This design comes from an exercise in tuning for small area and a short achievable clock period on the open sky130 flow, not from production work.
Function was checked by simulation only, so behaviour that the tests miss may differ from the original.
Power is estimated from default activity; no workload was simulated.

==> inputs of maple <==
// alu
module alu #(parameter N = 16)
(
    input  [N-1:0] OPA, OPB,
    input CIN, CLK, RST, CE, MODE,
    input [3:0] CMD,
    input [1:0] INP_VALID,
    output reg COUT,
    output reg OFLOW,
    output reg G,
    output reg L,
    output reg E,
    output reg ERR,
    output reg overflow,
    output reg [2*N:0] RES);
Settings: LEC_CHECK=0, CAP_MARGIN=20, CORE_MARGIN=2, CORE_UTILIZATION=40, SETUP_SLACK_MARGIN=5, SLEW_MARGIN=20; clock period 10.0 ns.
run.sh (not shown) runs the stock make flow with config.mk's settings and CLKGATE_MAP_FILE= SYNTH_SCRIPT=/design/flow/synth_recipe.tcl, a recipe that flattens the netlist after the stock synthesis.
==> xenon (differences from maple) <==
--- a/flow/design.v
+++ b/flow/design.v
@@ -13,29 +13,28 @@
     output reg overflow,
     output reg [2*N:0] RES);
     reg [15:0] a, b;
     reg [3:0]  cmd;
     reg        mode, cin;
     reg [1:0]  iv;
     reg        mip;
-    reg [24:8] acc;      
+    reg [24:0] acc;
     wire v11 = (iv == 2'b11);
     wire v01 = (iv == 2'b01);
     wire v10 = (iv == 2'b10);
     wire is_mul = mode & v11 & ((cmd == 4'd9) | (cmd == 4'd10));
     wire start = ~mip & is_mul;
     always @(posedge CLK or posedge RST) begin
         if (RST) iv <= 2'b00;
         else if (CE & ~start) iv <= INP_VALID;
     end
     always @(posedge CLK) begin
         if (CE) begin
             if (start) begin
                 b[7:0] <= b[15:8];
-                b[15:8] <= x[7:0];
             end else begin
                 a <= OPA; b <= OPB; cmd <= CMD; mode <= MODE; cin <= CIN;
             end
         end
     end
     reg m9;
     always @(posedge CLK) begin
@@ -281,15 +280,15 @@
     wire fc224 = (fc178 & hs179) | (fc178 & pp7[14]) | (hs179 & pp7[14]);
     wire hs225 = hc180 ^ pp7[15];
     wire hc226 = hc180 & pp7[15];
     wire [24:0] xa = {1'b0, hc226, fc224, fc222, fc220, fc218, fc216, fc214, fc212, fc210, fc208, fc206, fc204, fc202, fc200, fc198, fc196, fc194, fc192, fc190, fc188, fc186, fc184, hc182, hs181};
     wire [24:0] xb = {1'b0, 1'b0, hs225, fs223, fs221, fs219, fs217, fs215, fs213, fs211, fs209, fs207, fs205, fs203, fs201, fs199, fs197, fs195, fs193, fs191, fs189, fs187, fs185, fs183, mc};
     wire [24:0] x = xa + xb;
     always @(posedge CLK) begin
-        if (~mip) acc <= x[24:8];
+        if (~mip) acc <= x;
     end
     wire incdec = ~v11;                        
     wire dec = cmd[0];                         
     wire sgn = (cmd == 4'd11) | (cmd == 4'd12);
     wire sub = (cmd == 4'd1) | (cmd == 4'd3) | (cmd == 4'd12);
     wire [15:0] xo = v01 ? b : a;
     wire [16:0] xs = {sgn & a[15], xo};
@@ -396,28 +395,28 @@
             end
         end
     end
     wire [15:0] rsel = {selRot | selShl, {14{selRot | selShl | selShr}}, selRot | selShr};
     wire [32:0] y = {{16{selExt & s[16]}},
                      (selS16 & s[16]) | (selShl & xo[15]),
                      ({16{selS}} & s[15:0]) | lg | (rsel & rot)};
-    wire [32:0] prod9 = {x, b[15:8]};
-    wire [32:0] prod10 = {x[23:0], b[15:8], 1'b0};
-    wire p9 = mip & op9;
-    wire p10 = mip & ~op9;
-    wire ldLo = ~mip & ~holdLo;
-    wire ldHi = ~mip & ~holdHi;
+    wire [32:0] prod9 = {x, acc[7:0]};
+    wire [32:0] prod10 = {x[23:0], acc[7:0], 1'b0};
+    wire p9 = CE & mip & op9;
+    wire p10 = CE & mip & ~op9;
+    wire ldLo = CE & ~mip & ~holdLo;
+    wire ldHi = CE & ~mip & ~holdHi;
     wire [32:0] rn;
     assign rn[16:0] = ({17{p9}} & prod9[16:0]) | ({17{p10}} & prod10[16:0]) |
-                      ({17{ldLo}} & y[16:0]) | ({17{~(mip | ldLo)}} & RES[16:0]);
+                      ({17{ldLo}} & y[16:0]) | ({17{~(p9 | p10 | ldLo)}} & RES[16:0]);
     assign rn[32:17] = ({16{p9}} & prod9[32:17]) | ({16{p10}} & prod10[32:17]) |
-                       ({16{ldHi}} & y[32:17]) | ({16{~(mip | ldHi)}} & RES[32:17]);
+                       ({16{ldHi}} & y[32:17]) | ({16{~(p9 | p10 | ldHi)}} & RES[32:17]);
     always @(posedge CLK or posedge RST) begin
         if (RST) RES <= 0;
-        else if (CE) RES <= rn;
+        else RES <= rn;
     end
     always @(posedge CLK or posedge RST) begin
         if (RST) begin
             COUT <= 0; OFLOW <= 0; G <= 0; L <= 0; E <= 0; ERR <= 0; overflow <= 0;
             mip <= 0;
         end else if (CE) begin
             COUT <= cn; OFLOW <= on; G <= gn; L <= ln; E <= en; ERR <= errn; overflow <= ovn;
ABC_AREA = 1   (was default)
==> comparison table <==
Share of synthesized area occupied by flip-flops and latches: maple 0.214; xenon 0.223
Destination of the critical timing path: maple RES[28]; xenon acc[17]
Combinational power: maple 2.83 mW; xenon 3.22 mW
Internal power component: maple 1.94 mW; xenon 2.14 mW
Multi-input logic area: maple 9550 um2; xenon 9350 um2
Data arrival time of the worst path: maple 5.34 ns; xenon 5.09 ns
Share of the core filled with cells in the final layout: maple 0.490; xenon 0.472
Post-synthesis net count: maple 1770; xenon 2112
Leakage power summed over all cells: maple 6.90 nW; xenon 7.89 nW
Status: maple timing/DRC/antenna clean; xenon timing/DRC/antenna clean
Top cell type's share of synthesized area: maple 0.158; xenon 0.152
Synth unique cells: maple 78; xenon 47
Met3 WL post-DR: maple 5760 um; xenon 3300 um
DP Wirelength: maple 36100 um; xenon 37100 um
Buffer count excluding the clock tree in the final layout: maple 192; xenon 124
Power after layout: maple 3.85 mW; xenon 4.34 mW
Sequential power: maple 630 uW; xenon 746 uW


==> wip/lagoon <==
alu, a different RTL version from the one above (not shown whole).
Settings: LEC_CHECK=0, ABC_AREA=1, CAP_MARGIN=20, CORE_MARGIN=2, CORE_UTILIZATION=40, SETUP_SLACK_MARGIN=5, SLEW_MARGIN=20; clock period 10.0 ns.
standard.sh (not shown) runs the stock make flow with config.mk's settings and CLKGATE_MAP_FILE= SYNTH_SCRIPT=/design/flow/synth_recipe.tcl, a recipe that flattens the netlist after the stock synthesis.
==> flow/flow/run.sh <==
#!/bin/bash
# The standard layout with two changes:
# - between synthesis and floorplan, fixinv.py flips full adders that Yosys
#   left with inverted inputs or outputs (a full adder is self-dual), so the
#   inverters around them go; registers and all else stay as synthesized;
# - the port buffers that placement inserts on every input and output are
#   buf_1 cells instead of the default delay buffer.
set -euo pipefail
W=$(pwd)
R=$W/orfs/results/$FLOW_PLATFORM/alu/base
bash standard.sh "$R/1_2_yosys.v" > synth.log 2>&1
cp "$R/1_2_yosys.v" 1_2_yosys.standard.v
python3 flow/fixinv.py "$R/1_2_yosys.v" > fixinv.log 2>&1
bash standard.sh "BUFFER_PORTS_ARGS=-buffer_cell sky130_fd_sc_hd__buf_1" finish > layout.log 2>&1
Other scripts of this flow, unchanged in this note and not shown: flow/flow/fixinv.py
==> wip/umber (differences from wip/lagoon) <==
--- a/flow/design.v
+++ b/flow/design.v
@@ -33,24 +33,22 @@
                 b[7:0] <= b[15:8];
                 b[15:8] <= x[7:0];
             end else begin
                 a <= OPA; b <= OPB; cmd <= CMD; mode <= MODE; cin <= CIN;
             end
         end
     end
-    reg m9, k1, k2;
+    reg m9;
     always @(posedge CLK) begin
-        if (CE) begin
-            m9 <= ~start & CMD[0];
-            k1 <= start ? b[8] : CMD[0] ^ OPB[0];
-            k2 <= ~start & CMD[0] & OPB[0];
-        end
+        if (CE) m9 <= ~start & CMD[0];
     end
     wire op9 = cmd[0];
     wire [7:0] sel = b[7:0];
+    wire k1 = m9 ^ sel[0];
+    wire k2 = m9 & sel[0];
     wire [16:0] r0 = ({17{k1}} & {1'b0, a}) | ({17{k2}} & {a, 1'b0});
     wire [15:0] pp1 = sel[1] ? a : 16'd0;
     wire [15:0] pp2 = sel[2] ? a : 16'd0;
     wire [15:0] pp3 = sel[3] ? a : 16'd0;
     wire [15:0] pp4 = sel[4] ? a : 16'd0;
     wire [15:0] pp5 = sel[5] ? a : 16'd0;
     wire [15:0] pp6 = sel[6] ? a : 16'd0;
==> flow/flow/run.sh (replaced) <==
#!/bin/bash
# The standard layout, with one netlist clean-up between synthesis and
# floorplan: fixinv.py flips full adders that Yosys left with inverted inputs
# or outputs (a full adder is self-dual), so the inverters around them go.
# Registers and everything else in the netlist stay as the standard synthesis
# made them.
set -euo pipefail
W=$(pwd)
R=$W/orfs/results/$FLOW_PLATFORM/alu/base
bash standard.sh "$R/1_2_yosys.v" > synth.log 2>&1
cp "$R/1_2_yosys.v" 1_2_yosys.standard.v
python3 flow/fixinv.py "$R/1_2_yosys.v" > fixinv.log 2>&1
bash standard.sh > layout.log 2>&1
- ABC_AREA: 1 -> not set
==> run notes <==
metric	wip/lagoon	wip/umber
Result of the run	finished clean	finished clean
Worst hold path stage count	2	1
Die Outline Area	34700 µm²	33000 µm²
Chip width	186 µm	182 µm
FFs & Latches	101	99
Multi-input gate share of the layout cell area	63.4%	63.1%
Share of total power in combinational logic	74.0%	72.9%
Half-perimeter wire length after placement	37700 µm	35600 µm
Number of cells on the critical path	20	15
Met2 Track Usage GR	44.1%	46.0%
Worst Tran Pin Value	0.996 ns	1.04 ns
Worst Path Arrival	5.12 ns	5.33 ns
Clk network pwr share	9.4%	11.0%
Final-layout fill cell count	3337	2938
Combined area of the multi-input logic cells	9550 µm²	9550 µm²
Mean post-synth cell area	7.32 µm²	8.82 µm²
Initial core utilization	40.7%	40.4%
Worst Min Path Start	ERR	G
Sequential share of power	16.6%	16.1%
Die height	186 µm	182 µm
Detailed route wirelength on metal3	5140 µm	5270 µm
Postcts setup bufs	36	52
Post-route fraction of the period consumed by the critical path	48.5%	50.7%
Final critical path time including I/O delays and setup	4.85 ns	5.07 ns
Rows	66	65
Resize count post-CTS	11	34
Upper clock frequency limit	206 MHz	197 MHz


==> inputs of v35 <==
Another version of the RTL of alu (not shown whole).
Settings: LEC_CHECK=0, ABC_AREA=1, CAP_MARGIN=20, CORE_MARGIN=2, CORE_UTILIZATION=40, SETUP_SLACK_MARGIN=5, SLEW_MARGIN=20, TNS_END_PERCENT=0; clock period 10.0 ns.
==> flow/flow/run.sh <==
#!/bin/bash
# The standard layout with these changes:
# - synthesis maps no half adders (ha cells are added to the don't-use list),
#   so Yosys extracts full adders only and ABC maps the rest;
# - between synthesis and floorplan, fixinv.py flips full adders that Yosys
#   left with inverted inputs or outputs (a full adder is self-dual), so the
#   inverters around them go; registers and all else stay as synthesized;
# - the port buffers that placement inserts on every input and output are
#   buf_1 cells instead of the default delay buffer.
set -euo pipefail
W=$(pwd)
R=$W/orfs/results/$FLOW_PLATFORM/alu/base
# the platform's config.mk appends its own list to this one
export DONT_USE_CELLS="sky130_fd_sc_hd__ha_1 sky130_fd_sc_hd__ha_2 sky130_fd_sc_hd__ha_4"
bash standard.sh "$R/1_2_yosys.v" > synth.log 2>&1
cp "$R/1_2_yosys.v" 1_2_yosys.standard.v
python3 flow/fixinv.py "$R/1_2_yosys.v" > fixinv.log 2>&1
bash standard.sh "BUFFER_PORTS_ARGS=-buffer_cell sky130_fd_sc_hd__buf_1" finish > layout.log 2>&1
Other scripts of this flow, unchanged in this note and not shown: flow/flow/fixinv.py
==> v23 (differences from v35) <==
==> flow/flow/run.sh (replaced) <==
#!/bin/bash
# The standard layout with these changes:
# - synthesis maps no half adders (ha cells are added to the platform's
#   don't-use list), so Yosys extracts full adders only and ABC maps the rest;
# - between synthesis and floorplan, fixinv.py flips full adders that Yosys
#   left with inverted inputs or outputs (a full adder is self-dual), so the
#   inverters around them go; registers and all else stay as synthesized;
# - the port buffers that placement inserts on every input and output are
#   buf_1 cells instead of the default delay buffer.
set -euo pipefail
W=$(pwd)
R=$W/orfs/results/$FLOW_PLATFORM/alu/base
# the platform's own don't-use list, plus the half adders
PLAT=$(awk '/^export DONT_USE_CELLS/{on=1; next} on && /^[^ \t]/{on=0} on' \
       "$FLOW_HOME/platforms/$FLOW_PLATFORM/config.mk" | tr -d '\\' | xargs)
DU="DONT_USE_CELLS=$PLAT sky130_fd_sc_hd__ha_1 sky130_fd_sc_hd__ha_2 sky130_fd_sc_hd__ha_4"
echo "$DU" > dont_use.log
bash standard.sh "$DU" "$R/1_2_yosys.v" > synth.log 2>&1
cp "$R/1_2_yosys.v" 1_2_yosys.synth.v
python3 flow/fixinv.py "$R/1_2_yosys.v" > fixinv.log 2>&1
bash standard.sh "$DU" "BUFFER_PORTS_ARGS=-buffer_cell sky130_fd_sc_hd__buf_1" finish > layout.log 2>&1
==> v36 (differences from v35) <==
--- a/flow/design.v
+++ b/flow/design.v
@@ -13,29 +13,28 @@
     output reg overflow,
     output reg [2*N:0] RES);
     reg [15:0] a, b;
     reg [3:0]  cmd;
     reg        mode, cin;
     reg [1:0]  iv;
     reg        mip;
-    reg [24:8] acc;      
+    reg [24:0] acc;
     wire v11 = (iv == 2'b11);
     wire v01 = (iv == 2'b01);
     wire v10 = (iv == 2'b10);
     wire is_mul = mode & v11 & ((cmd == 4'd9) | (cmd == 4'd10));
     wire start = ~mip & is_mul;
     always @(posedge CLK or posedge RST) begin
         if (RST) iv <= 2'b00;
         else if (CE & ~start) iv <= INP_VALID;
     end
     always @(posedge CLK) begin
         if (CE) begin
             if (start) begin
                 b[7:0] <= b[15:8];
-                b[15:8] <= x[7:0];
             end else begin
                 a <= OPA; b <= OPB; cmd <= CMD; mode <= MODE; cin <= CIN;
             end
         end
     end
     reg m9;
     always @(posedge CLK) begin
@@ -281,15 +280,15 @@
     wire fc224 = (fc178 & hs179) | (fc178 & pp7[14]) | (hs179 & pp7[14]);
     wire hs225 = hc180 ^ pp7[15];
     wire hc226 = hc180 & pp7[15];
     wire [24:0] xa = {1'b0, hc226, fc224, fc222, fc220, fc218, fc216, fc214, fc212, fc210, fc208, fc206, fc204, fc202, fc200, fc198, fc196, fc194, fc192, fc190, fc188, fc186, fc184, hc182, hs181};
     wire [24:0] xb = {1'b0, 1'b0, hs225, fs223, fs221, fs219, fs217, fs215, fs213, fs211, fs209, fs207, fs205, fs203, fs201, fs199, fs197, fs195, fs193, fs191, fs189, fs187, fs185, fs183, mc};
     wire [24:0] x = xa + xb;
     always @(posedge CLK) begin
-        if (~mip) acc <= x[24:8];
+        if (~mip) acc <= x;
     end
     wire incdec = ~v11;                        
     wire dec = cmd[0];                         
     wire sgn = (cmd == 4'd11) | (cmd == 4'd12);
     wire sub = (cmd == 4'd1) | (cmd == 4'd3) | (cmd == 4'd12);
     wire [15:0] xo = v01 ? b : a;
     wire [16:0] xs = {sgn & a[15], xo};
@@ -396,16 +395,16 @@
             end
         end
     end
     wire [15:0] rsel = {selRot | selShl, {14{selRot | selShl | selShr}}, selRot | selShr};
     wire [32:0] y = {{16{selExt & s[16]}},
                      (selS16 & s[16]) | (selShl & xo[15]),
                      ({16{selS}} & s[15:0]) | lg | (rsel & rot)};
-    wire [32:0] prod9 = {x, b[15:8]};
-    wire [32:0] prod10 = {x[23:0], b[15:8], 1'b0};
+    wire [32:0] prod9 = {x, acc[7:0]};
+    wire [32:0] prod10 = {x[23:0], acc[7:0], 1'b0};
     wire p9 = CE & mip & op9;
     wire p10 = CE & mip & ~op9;
     wire ldLo = CE & ~mip & ~holdLo;
     wire ldHi = CE & ~mip & ~holdHi;
     wire [32:0] rn;
     assign rn[16:0] = ({17{p9}} & prod9[16:0]) | ({17{p10}} & prod10[16:0]) |
                       ({17{ldLo}} & y[16:0]) | ({17{~(p9 | p10 | ldLo)}} & RES[16:0]);
==> flow/flow/run.sh (replaced) <==
#!/bin/bash
# The standard layout with these changes:
# - synthesis maps no half adders (ha cells are added to the platform's
#   don't-use list), so Yosys extracts full adders only and ABC maps the rest;
# - between synthesis and floorplan, fixinv.py flips full adders that Yosys
#   left with inverted inputs or outputs (a full adder is self-dual), so the
#   inverters around them go; registers and all else stay as synthesized;
# - the port buffers that placement inserts on every input and output are
#   buf_1 cells instead of the default delay buffer.
set -euo pipefail
W=$(pwd)
R=$W/orfs/results/$FLOW_PLATFORM/alu/base
# the platform's own don't-use list, plus the half adders
PLAT=$(awk '/^export DONT_USE_CELLS/{on=1; next} on && /^[^ \t]/{on=0} on' \
       "$FLOW_HOME/platforms/$FLOW_PLATFORM/config.mk" | tr -d '\\' | xargs)
DU="DONT_USE_CELLS=$PLAT sky130_fd_sc_hd__ha_1 sky130_fd_sc_hd__ha_2 sky130_fd_sc_hd__ha_4"
echo "$DU" > dont_use.log
bash standard.sh "$DU" "$R/1_2_yosys.v" > synth.log 2>&1
cp "$R/1_2_yosys.v" 1_2_yosys.synth.v
python3 flow/fixinv.py "$R/1_2_yosys.v" > fixinv.log 2>&1
bash standard.sh "$DU" "BUFFER_PORTS_ARGS=-buffer_cell sky130_fd_sc_hd__buf_1" finish > layout.log 2>&1
==> v17 (differences from v35) <==
--- a/flow/design.v
+++ b/flow/design.v
@@ -13,29 +13,28 @@
     output reg overflow,
     output reg [2*N:0] RES);
     reg [15:0] a, b;
     reg [3:0]  cmd;
     reg        mode, cin;
     reg [1:0]  iv;
     reg        mip;
-    reg [24:8] acc;      
+    reg [24:0] acc;
     wire v11 = (iv == 2'b11);
     wire v01 = (iv == 2'b01);
     wire v10 = (iv == 2'b10);
     wire is_mul = mode & v11 & ((cmd == 4'd9) | (cmd == 4'd10));
     wire start = ~mip & is_mul;
     always @(posedge CLK or posedge RST) begin
         if (RST) iv <= 2'b00;
         else if (CE & ~start) iv <= INP_VALID;
     end
     always @(posedge CLK) begin
         if (CE) begin
             if (start) begin
                 b[7:0] <= b[15:8];
-                b[15:8] <= x[7:0];
             end else begin
                 a <= OPA; b <= OPB; cmd <= CMD; mode <= MODE; cin <= CIN;
             end
         end
     end
     reg m9;
     always @(posedge CLK) begin
@@ -281,15 +280,15 @@
     wire fc224 = (fc178 & hs179) | (fc178 & pp7[14]) | (hs179 & pp7[14]);
     wire hs225 = hc180 ^ pp7[15];
     wire hc226 = hc180 & pp7[15];
     wire [24:0] xa = {1'b0, hc226, fc224, fc222, fc220, fc218, fc216, fc214, fc212, fc210, fc208, fc206, fc204, fc202, fc200, fc198, fc196, fc194, fc192, fc190, fc188, fc186, fc184, hc182, hs181};
     wire [24:0] xb = {1'b0, 1'b0, hs225, fs223, fs221, fs219, fs217, fs215, fs213, fs211, fs209, fs207, fs205, fs203, fs201, fs199, fs197, fs195, fs193, fs191, fs189, fs187, fs185, fs183, mc};
     wire [24:0] x = xa + xb;
     always @(posedge CLK) begin
-        if (~mip) acc <= x[24:8];
+        if (~mip) acc <= x;
     end
     wire incdec = ~v11;                        
     wire dec = cmd[0];                         
     wire sgn = (cmd == 4'd11) | (cmd == 4'd12);
     wire sub = (cmd == 4'd1) | (cmd == 4'd3) | (cmd == 4'd12);
     wire [15:0] xo = v01 ? b : a;
     wire [16:0] xs = {sgn & a[15], xo};
@@ -396,16 +395,16 @@
             end
         end
     end
     wire [15:0] rsel = {selRot | selShl, {14{selRot | selShl | selShr}}, selRot | selShr};
     wire [32:0] y = {{16{selExt & s[16]}},
                      (selS16 & s[16]) | (selShl & xo[15]),
                      ({16{selS}} & s[15:0]) | lg | (rsel & rot)};
-    wire [32:0] prod9 = {x, b[15:8]};
-    wire [32:0] prod10 = {x[23:0], b[15:8], 1'b0};
+    wire [32:0] prod9 = {x, acc[7:0]};
+    wire [32:0] prod10 = {x[23:0], acc[7:0], 1'b0};
     wire p9 = CE & mip & op9;
     wire p10 = CE & mip & ~op9;
     wire ldLo = CE & ~mip & ~holdLo;
     wire ldHi = CE & ~mip & ~holdHi;
     wire [32:0] rn;
     assign rn[16:0] = ({17{p9}} & prod9[16:0]) | ({17{p10}} & prod10[16:0]) |
                       ({17{ldLo}} & y[16:0]) | ({17{~(p9 | p10 | ldLo)}} & RES[16:0]);
==> run notes <==
Status
The flow ran to the end and the layout has no timing, DRC or antenna violations.

Global route
The global-route met2 utilization is 50.1%.

STA
After layout, the worst path uses 50.3% of the clock period.

Layout
Cells fill between 40% and 50% of the core in the end. The sequential cell count of the final layout is a little under 100. Of all the cell area in the finished design, non-clock buffers hold 4.70%.

CTS
For this design, the sink count on the clock tree is 99.
the above is filed under v35

==> run notes <==
STA
Dividing the final minimum period by the clock period gives 47.9%.

Critical path
Along the worst path, the maximum fanout reaches 14. The signal arrival time at the worst endpoint is 5.05 ns.

Layout
The design has 107 sequential cells. The area share of buffers outside the clock network is 6.11%.

Status
The run finished with no timing, DRC or antenna violations.

CTS
The tree built by TritonCTS fans out to 107 sinks.

Global route
The global-route met2 utilization is a little under half.
the above is filed under v36

==> run notes <==
Status
The flow ran to the end and the layout has no timing, DRC or antenna violations.

STA
The worst hold-check slack is 0.488 ns. Dividing the final minimum period by the clock period gives 48.1%.

Global route
For this run, global-route usage on met2 was measured as 50.9%.

Layout
There are 99 flip-flops and latches. The share of the core filled with cells is 45.6%. The area share of buffers outside the clock network is 6.24%.

Critical path
Among cell families on the critical path, the largest total delay comes from adder cells. The endpoint type of the worst setup path is a flop. The biggest cell delay along the critical path is 0.56 ns.

CTS
For this design, the sink count on the clock tree is 99.
the above is filed under v23

==> run notes <==
Layout
The fraction of final cell area spent on non-clock buffers in this run is under 10%. In the finished design the tool counted flip-flops and latches totalling 107. The share of the core filled with cells is about 45%.

Global route
Global routing consumed, on the met2 layer, 45.8% of the routing resources.

STA
The share of the cycle needed by the critical path after routing is between 40 and 50%.

CTS
The number of clock sinks seen by CTS is 107. The number of clock buffers inserted by TritonCTS is 9.

Status
The run finished with no timing, DRC or antenna violations.
the above is filed under v17

## what the ideal ports hide
Ports are ideal in the flow. The routed layouts listed here were re-timed in OpenROAD.
Step 1 (the two cells are an assumption about what drives the block):
set clk [get_ports {CLK}]
set_driving_cell -lib_cell sky130_fd_sc_hd__clkbuf_16 $clk
set_driving_cell -lib_cell sky130_fd_sc_hd__buf_2 [delete_from_list [all_inputs] $clk]
Step 2 also shifts input and output timing later by t, the mid clock arrival at the registers, as if the neighbouring blocks saw the same clock.
Three values: no drivers, after step 1, after step 2; two values: the first two.
| run | t (ns) | setup WS [ns] | latest minus earliest clock arrival (ns) | worst register clock-pin slew, ns | pins driven straight from the clock port |
|---|---|---|---|---|---|
| maple | 0.445 | 4.932 / 4.932 / 4.932 | 0.021 / 0.022 | 0.09 / 0.09 | 1 |
| xenon | 0.421 | 5.053 / 5.053 / 5.053 | 0.016 / 0.016 | 0.09 / 0.09 | 1 |
| wip/lagoon | 0.436 | 5.148 / 5.148 / 5.148 | 0.029 / 0.030 | 0.10 / 0.10 | 1 |
| wip/umber | 0.440 | 4.933 / 4.933 / 4.933 | 0.024 / 0.024 | 0.10 / 0.10 | 1 |
| v35 | 0.420 | 4.967 / 4.967 / 4.967 | 0.017 / 0.018 | 0.09 / 0.09 | 1 |
| v23 | 0.430 | 5.186 / 5.186 / 5.186 | 0.016 / 0.016 | 0.10 / 0.10 | 1 |
| v36 | 0.428 | 5.207 / 5.207 / 5.207 | 0.015 / 0.016 | 0.09 / 0.09 | 1 |
| v17 | 0.424 | 5.070 / 5.070 / 4.981 | 0.020 / 0.020 | 0.09 / 0.09 | 1 |
After both steps every run listed still meets setup and hold. The setup slack of v17, which loses most, moves by 0.000 ns with the drivers and by -0.089 ns with both steps.
